Source: an optimization exercise on an open RTL-to-GDS flow (aim: a short achievable clock period and few clock cycles per item). Production flows keep margins and buffers that such runs may drop.
Where RTL was checked, it was by simulation tests only, not by an equivalence proof against the original.
The flow treats the clock pin as an ideal source. Dropping or thinning the clock tree relies on that and would not hold on a real chip.

// dram_controller
module dram_controller #
  (
    parameter   integer NUMBER_OF_COLUMNS = 8,
    parameter   integer NUMBER_OF_ROWS = 128,
    parameter   integer NUMBER_OF_BANKS = 8,
    parameter   integer REFRESH_RATE = 125,  
    parameter   integer CLK_FREQUENCY = 100,  
    parameter   integer U_DATA_WIDTH = 2,
    parameter   integer DRAM_DATA_WIDTH = 2,
    parameter integer COLUMN_WIDTH = $clog2(NUMBER_OF_COLUMNS/DRAM_DATA_WIDTH),
    parameter integer ROW_WIDTH = $clog2(NUMBER_OF_ROWS),
    parameter integer BANK_ID_WIDTH = $clog2(NUMBER_OF_BANKS),
    parameter integer U_ADDR_WIDTH = BANK_ID_WIDTH + ROW_WIDTH + COLUMN_WIDTH,
    parameter integer CYCLES_BETWEEN_REFRESH = CLK_FREQUENCY*REFRESH_RATE - 100,
    parameter integer DRAM_ADDR_WIDTH = ROW_WIDTH > COLUMN_WIDTH ? ROW_WIDTH : COLUMN_WIDTH,
    parameter integer REFRESH_COUNTER_WIDTH = $clog2(CYCLES_BETWEEN_REFRESH)
  )
  (
    input                         u_rst_n,
    input                         u_clk,
    input                         u_en,
    input   [U_ADDR_WIDTH-1:0]    u_addr,
    input   [U_DATA_WIDTH-1:0]    u_data_i,
    input                         u_cmd,
    output  [U_DATA_WIDTH-1:0]    u_data_o,
    output                        u_data_valid,
    output                        u_cmd_ack,
    output                        u_busy,
    input   [DRAM_DATA_WIDTH-1:0]   dram_rd_data,
    input                           dram_refresh_done,
    output  [DRAM_DATA_WIDTH-1:0]   dram_wr_data,
    output  [DRAM_ADDR_WIDTH-1:0]   dram_addr,
    output  [BANK_ID_WIDTH-1:0]     dram_bank_id,
    output                          dram_cs_n,
    output                          dram_ras_n,
    output                          dram_cas_n,
    output                          dram_we_n,
    output                          dram_clk_en
  );
Size: about 43 I/O pins, about 9300 um^2 of cells after synthesis.
clock: 5.0 ns
lec_check: 0
abc_clock_period_in_ps: 1500
cap_margin: 20
core_margin: 2
core_utilization: 40
setup_slack_margin: 3.5
slew_margin: 20
standard.sh (not shown) runs the stock make flow with config.mk's settings and CLKGATE_MAP_FILE= SYNTH_SCRIPT=/design/flow/synth_recipe.tcl, a recipe that flattens the netlist after the stock synthesis.
==> flow/flow/run.sh <==
#!/bin/bash
# The standard layout, with one change: cts_pre.tcl builds a shallow two-level
# clock tree by hand in place of TritonCTS.
set -euo pipefail
export PRE_CTS_TCL="$PWD/flow/cts_pre.tcl"
export FLOW_ROOT_BUF=sky130_fd_sc_hd__buf_16
export FLOW_LEAF_BUF=sky130_fd_sc_hd__buf_16
export FLOW_LEAF_SPLIT=4
bash standard.sh finish > standard.log 2>&1
Other scripts of this flow, unchanged in this note and not shown: flow/flow/cts_pre.tcl
Testbench counts at the start, summed over its fixed seeds: cycles 244,313, items 160,000.
Edit:
--- a/flow/design.v
+++ b/flow/design.v
@@ -72,18 +72,17 @@
     reg                         rd0_r, rd1_r, valid_r;
     reg [U_DATA_WIDTH-1:0]      data_o_r;
     reg [6:0]                   rlo_r;      
     reg                         rlo_end_r;  
     reg [6:0]                   rhi_r;      
     reg                         rpend_r;    
     reg                         rfsh_r;     
     reg                         drain_r;    
-    reg [NB-1:0]                rb_r;       
-    reg [BANK_ID_WIDTH-1:0]     rbn_r;      
+    reg [BANK_ID_WIDTH-1:0]     rb_r;       
     reg                         rp_v_r;     
     reg [BANK_ID_WIDTH-1:0]     rp_bank_r;
     reg [ROW_WIDTH-1:0]         rp_row_r;
     assign u_cmd_ack    = ack_r;
     assign u_busy       = busy_r;
     assign u_data_valid = valid_r;
     assign u_data_o     = data_o_r;
     assign dram_wr_data = wdata_r;
@@ -100,44 +99,36 @@
     wire b_load  = !b_v || h_free;
     wire a_load  = !a_v || b_load;
     wire take_ok = u_en && !(rpend_r && !rfsh_r);
     wire accept  = a_load && take_ok;
     wire do_rpre = rp_v_r;
     wire do_ref  = drain_r && !rfsh_r && !rp_v_r && (open_r == 0);
     integer i;
     reg                  b_open, b_hit;
-    reg [ROW_WIDTH-1:0]  b_orow, rb_orow;
+    reg [ROW_WIDTH-1:0]  b_orow;
+    reg [ROW_WIDTH-1:0]  orow_n [0:NB-1];
     always @* begin
       b_open = 1'b0;
       b_hit  = 1'b0;
       b_orow = 0;
-      rb_orow = 0;
       for (i = 0; i < NB; i = i + 1) begin
         b_open = b_open | (b_boh[i] & open_r[i]);
         b_hit  = b_hit  | (b_boh[i] & open_r[i] & b_eq[i]);
         b_orow = b_orow | ({ROW_WIDTH{b_boh[i]}} & orow_r[i]);
-        rb_orow = rb_orow | ({ROW_WIDTH{rb_r[i]}} & orow_r[i]);
-      end
-    end
-    reg [NB-1:0] eq_ao, eq_bo, eq_n;
-    reg          eq_ah, eq_bh;
-    reg [NB-1:0] act_n;                      
+        orow_n[i] = (h_act && h_boh[i]) ? h_row : orow_r[i];
+      end
+    end
+    reg [NB-1:0] eq_a, eq_b, eq_n;
     always @* begin
-      eq_ah = (a_row == h_row);
-      eq_bh = (b_row == h_row);
       for (i = 0; i < NB; i = i + 1) begin
-        eq_ao[i] = (a_row == orow_r[i]);
-        eq_bo[i] = (b_row == orow_r[i]);
-        act_n[i] = h_act & h_boh[i];
-      end
-      eq_n = ({NB{b_load}}  & act_n  & {NB{eq_ah}}) |
-             ({NB{b_load}}  & ~act_n & eq_ao) |
-             ({NB{!b_load}} & act_n  & {NB{eq_bh}}) |
-             ({NB{!b_load}} & ~act_n & eq_bo);
+        eq_a[i] = (a_row == orow_n[i]);
+        eq_b[i] = (b_row == orow_n[i]);
+      end
+      eq_n = ({NB{b_load}} & eq_a) | ({NB{!b_load}} & eq_b);
     end
     always @(posedge u_clk) begin
       if (!u_rst_n) begin
         a_v <= 1'b0;
         b_v <= 1'b0;
         h_pre <= 1'b0; h_act <= 1'b0; h_col <= 1'b0;
         ack_r <= 1'b0;
         ras_r <= 1'b1; cas_r <= 1'b1; we_r <= 1'b1;
@@ -148,18 +139,16 @@
         valid_r <= 1'b0;
         rlo_r <= 0;
         rlo_end_r <= 1'b0;
         rhi_r <= 0;
         rpend_r <= 1'b0;
         rfsh_r <= 1'b0;
         drain_r <= 1'b0;
         rp_v_r <= 1'b0;
-        rb_r <= 1;
-        rbn_r <= 0;
       end else begin
         ack_r <= accept;
         if (a_load) a_v <= take_ok;
         if (b_load) b_v <= a_v;
         if (b_move) begin
           h_pre <= b_open && !b_hit;
           h_act <= !b_open;
           h_col <= b_hit;
@@ -176,21 +165,17 @@
         valid_r <= rd1_r;
         busy_r <= h_any || do_rpre || do_ref || a_v || b_v;
         for (i = 0; i < NB; i = i + 1) begin
           if (h_boh[i] && h_pre) open_r[i] <= 1'b0;
           if (h_boh[i] && h_act) open_r[i] <= 1'b1;
           if (do_rpre && rp_bank_r == i) open_r[i] <= 1'b0;
         end
         drain_r <= rpend_r && !rfsh_r && !a_v && !b_v && !h_any;
-        rp_v_r <= drain_r && !rfsh_r && |(open_r & rb_r);
-        if (drain_r && !rfsh_r) begin
-          rb_r <= {rb_r[NB-2:0], rb_r[NB-1]};
-          rbn_r <= rbn_r + 1'b1;
-        end
+        rp_v_r <= drain_r && !rfsh_r && open_r[rb_r];
         if (rfsh_r) begin
           if (dram_refresh_done) begin
             rfsh_r <= 1'b0;
             rpend_r <= 1'b0;
             rlo_r <= 0;
             rlo_end_r <= 1'b0;
             rhi_r <= 0;
           end
@@ -226,18 +211,19 @@
         h_row  <= b_row;
         h_prow <= b_orow;
         h_cadr <= b_col;
         h_wr   <= b_wr;
         h_data <= b_data;
       end
       for (i = 0; i < NB; i = i + 1)
         if (h_boh[i] && h_act) orow_r[i] <= h_row;
-      rp_bank_r <= rbn_r;
-      rp_row_r <= rb_orow;
+      if (drain_r && !rfsh_r) rb_r <= rb_r + 1'b1;
+      rp_bank_r <= rb_r;
+      rp_row_r <= orow_r[rb_r];
       addr_r  <= h_col ? {{(DRAM_ADDR_WIDTH-COLUMN_WIDTH){1'b0}}, h_cadr} :
                  h_pre ? h_prow :
                  h_act ? h_row : rp_row_r;
       bank_r  <= h_any ? h_bank : rp_bank_r;
       wdata_r <= h_data;
       data_o_r <= dram_rd_data;
     end
 endmodule
- setup slack degrades by 0.30 ns
- hold slack is about the same
- area after synthesis went up by 5.0%
- final area went up by 13%
- wire length increases by 38%
- flip-flop and latch count is lower by 8
- fmax drops by 15%
For the second run of this note, only the layout was checked, not whether the RTL still works. No run of this note takes its clock network from TritonCTS; it comes from the design's own scripts or RTL.

-- what the ideal ports hide --
How much do the figures lean on ideal ports? The routed layouts below were timed once more, with nothing changed but the port constraints.
Step 1: set_driving_cell puts a clkbuf_16 on u_clk and a buf_2 on each other input, an assumption about the parent block.
Step 2, shift: input delay + t, output delay - t, t = (earliest + latest rising clock arrival at the registers) / 2. This alone moves slack from input paths to output paths.
Slacks: no drivers / after step 1 / after step 2; pairs: no drivers / after step 1.
run	t (ns)	setup WS [ns]	worst setup path after step 2	latest minus earliest clock arrival (ns)
the first run	0.384	3.297 / 3.174 / 3.271	input to register	0.023 / 0.022
the second run	0.393	2.996 / 2.996 / 2.996	register to register	0.038 / 0.038
After both steps setup and hold are still met in every run listed. For the first run, which loses most, drivers alone change the setup slack by -0.123 ns; drivers and shift together by -0.026 ns.
